Context: an optimization exercise on an open-source flow, tuned for small area. The choices shown serve that exercise and are no tape-out recipe.
The RTL was checked by simulation tests, not by an equivalence proof against the original design.

## run 1
// Multiplier32Bit
module Multiplier32Bit (
	input[31:0] multiplicand,
	input[31:0] multiplier,
	input clk,
	input enable,
	input reset_n,
	output[31:0] aBus,
	output valid
);
Size in the first run: about 500 cells after synthesis, ~37 flip-flops, about 100 I/O pins, ~5700 sq um of cells after synthesis.
==> flow/config.mk <==
export PLATFORM = sky130hd
export DESIGN_NAME = Multiplier32Bit
export DESIGN_NICKNAME = Multiplier32Bit
export VERILOG_FILES = /design/flow/design.v
export SDC_FILE = /design/flow/constraint.sdc
export NUM_CORES = 4
export LEC_CHECK = 0
export CAP_MARGIN = 20
export CORE_MARGIN = 2
export CORE_UTILIZATION = 40
export CTS_BUF_LIST = sky130_fd_sc_hd__clkbuf_8
export GPL_TIMING_DRIVEN = 0
export SLEW_MARGIN = 20
export SYNTH_HIERARCHICAL = 1
export SYNTH_MINIMUM_KEEP_SIZE = 0
==> flow/constraint.sdc <==
create_clock -name core_clock -period 10.0 [get_ports {clk}]
set_input_delay 2.0000 -clock core_clock [delete_from_list [all_inputs] [get_ports {clk}]]
set_output_delay 2.0000 -clock core_clock [all_outputs]
set_load 0.01 [all_outputs]
standard.sh (not shown) runs the stock make flow with config.mk's settings and CLKGATE_MAP_FILE= SYNTH_SCRIPT=/design/flow/synth_recipe.tcl, a recipe that flattens the netlist after the stock synthesis.
==> flow/flow/run.sh <==
#!/bin/bash
export BUFFER_PORTS_ARGS="-buffer_cell sky130_fd_sc_hd__buf_1"
export CTS_ARGS="-sink_clustering_enable -repair_clock_nets -dont_use_dummy_load -buf_list sky130_fd_sc_hd__clkbuf_8"
export POST_FLOORPLAN_TCL="$PWD/flow/downsize.tcl"
bash standard.sh RECOVER_POWER=100 finish > standard.log 2>&1
==> flow/flow/downsize.tcl <==
# Sourced after floorplanning (POST_FLOORPLAN_TCL): set every logic cell to
# the smallest drive strength of its function. Placement-stage repair and
# timing repair size up again where timing or slew needs it.
set db [ord::get_db]
set n 0
foreach inst [[ord::get_db_block] getInsts] {
  set m [[$inst getMaster] getName]
  if {![regexp {^(sky130_fd_sc_hd__[a-z0-9]+)_([0-9]+)$} $m -> base drive]} { continue }
  if {[regexp {dfxtp|dfrtp|conb|tap|fill|decap|clkbuf|clkinv|clkdly|dly} $base]} { continue }
  foreach d {0 1 2} {
    if {$d >= $drive} { break }
    set cand "${base}_$d"
    if {[$db findMaster $cand] != "NULL" && [llength [get_lib_cells -quiet $cand]] > 0 && [lsearch $::env(DONT_USE_CELLS) $cand] < 0} {
      replace_cell [$inst getName] $cand
      incr n
      break
    }
  }
}
puts "downsize: $n cells set to their smallest drive strength"
Run 1 reached the final stage; the timing, design-rule and antenna checks on its layout passed.
[inputs] run 2 vs run 1
diff --git a/flow/config.mk b/flow/config.mk
--- a/flow/config.mk
+++ b/flow/config.mk
@@ -10 +10 @@
-export CORE_UTILIZATION = 40
+export CORE_UTILIZATION = 60
@@ -12 +11,0 @@
-export GPL_TIMING_DRIVEN = 0
Findings:
- Every run in the comparison, run 1 and run 2, completed the flow with a clean layout.
[inputs] run 3 vs run 2
diff --git a/flow/config.mk b/flow/config.mk
--- a/flow/config.mk
+++ b/flow/config.mk
@@ -10 +10 @@
-export CORE_UTILIZATION = 60
+export CORE_UTILIZATION = 40
### Flow results
- When run 3 is measured against run 2, its pin slew with the least headroom to its limit turns out 0.23 ns higher.
- [diff] post-layout minimum cycle time, run 3 relative to run 2: improvement
- Comparing hold slack for run 3 and run 2, the bigger number came from run 3.
- Routed wire length, run 3 and run 2: larger value in run 3
- Run 2 has lower first-pass GRT wire length than run 3.
Setup changes, run 3 to run 4
diff --git a/flow/config.mk b/flow/config.mk
--- a/flow/config.mk
+++ b/flow/config.mk
@@ -10 +10 @@
-export CORE_UTILIZATION = 40
+export CORE_UTILIZATION = 75
Findings:
Core utilization: run 4 higher than run 3. Run 4 ends up with a overall routed net length that is about 6% lower than in run 3. acc[24] as the timing endpoint of the critical path was reported by run 4, and acc[22] by run 3.
The following lists how run 5 was set up differently from run 4:
diff --git a/flow/flow/run.sh b/flow/flow/run.sh
--- a/flow/flow/run.sh
+++ b/flow/flow/run.sh
@@ -3 +3 @@
-export CTS_ARGS="-sink_clustering_enable -repair_clock_nets -dont_use_dummy_load -buf_list sky130_fd_sc_hd__clkbuf_8"
+export CTS_ARGS="-sink_clustering_enable -repair_clock_nets -dont_use_dummy_load -buf_list sky130_fd_sc_hd__clkbuf_8 -sink_clustering_size 20 -sink_clustering_max_diameter 300"
diff --git a/flow/config.mk b/flow/config.mk
--- a/flow/config.mk
+++ b/flow/config.mk
@@ -10 +10 @@
-export CORE_UTILIZATION = 75
+export CORE_UTILIZATION = 40
Findings:
- Having completed the whole flow, run 5 delivered a layout that passed the timing, design-rule and antenna checks.
- The core of run 5 is less densely filled than that of run 4.
- Run 5 against run 4: proportion of synthesized flip-flops having asynchronous set or reset held steady.
- Between run 4 and run 5, the source-to-sink clock delay at the later pin of the worst-skew pair does not differ in any meaningful way.
Edits applied to the flow inputs when going from run 5 to run 6:
==> flow/flow/run.sh <==
#!/bin/bash
export BUFFER_PORTS_ARGS="-buffer_cell sky130_fd_sc_hd__buf_1"
export CTS_ARGS="-sink_clustering_enable -repair_clock_nets -dont_use_dummy_load -buf_list sky130_fd_sc_hd__clkbuf_16 -sink_clustering_size 40 -sink_clustering_max_diameter 400"
export POST_FLOORPLAN_TCL="$PWD/flow/downsize.tcl"
bash standard.sh RECOVER_POWER=100 finish > standard.log 2>&1
--- outcome ---
Post-synthesis instance area of run 6 is on par with run 5.
Changes observed in run 6 relative to run 5: number of buffers inserted by post-CTS setup repair roughly the same; sequential share of layout area neither gained nor lost much; cell area higher.
As far as die outline width goes, run 5 and run 6 are indistinguishable; the numbers are identical.
Run 6 reports a higher arrival time at the worst endpoint than run 5 does.

## separate check: timing with driven ports
Ports are ideal in the flow. The routed layouts listed here were re-timed in OpenROAD.
Step 1 (the two cells are an assumption about what drives the block):
set clk [get_ports {clk}]
set_driving_cell -lib_cell sky130_fd_sc_hd__clkbuf_16 $clk
set_driving_cell -lib_cell sky130_fd_sc_hd__buf_2 [delete_from_list [all_inputs] $clk]
Step 2, shift: input delay + t, output delay - t, t = (earliest + latest rising clock arrival at the registers) / 2. This alone moves slack from input paths to output paths.
Three values: ideal ports, drivers, drivers and shift; two values: the first two.
run	shift t [ns]	setup WS [ns]	hold WS [ns]	worst setup path at the end
run 1	0.334	0.403 / 0.421 / 0.088	0.569 / 0.569 / 0.569	input to register
run 2	0.316	0.475 / 0.486 / 0.170	0.537 / 0.537 / 0.537	input to register
run 3	0.339	0.512 / 0.528 / 0.190	0.555 / 0.555 / 0.555	input to register
run 4	0.323	0.402 / 0.402 / 0.080	0.565 / 0.565 / 0.565	input to register
run 5	0.339	0.512 / 0.528 / 0.190	0.555 / 0.555 / 0.555	input to register
run 6	0.328	0.453 / 0.475 / 0.147	0.543 / 0.543 / 0.543	input to register
After both steps every run listed still meets setup and hold.
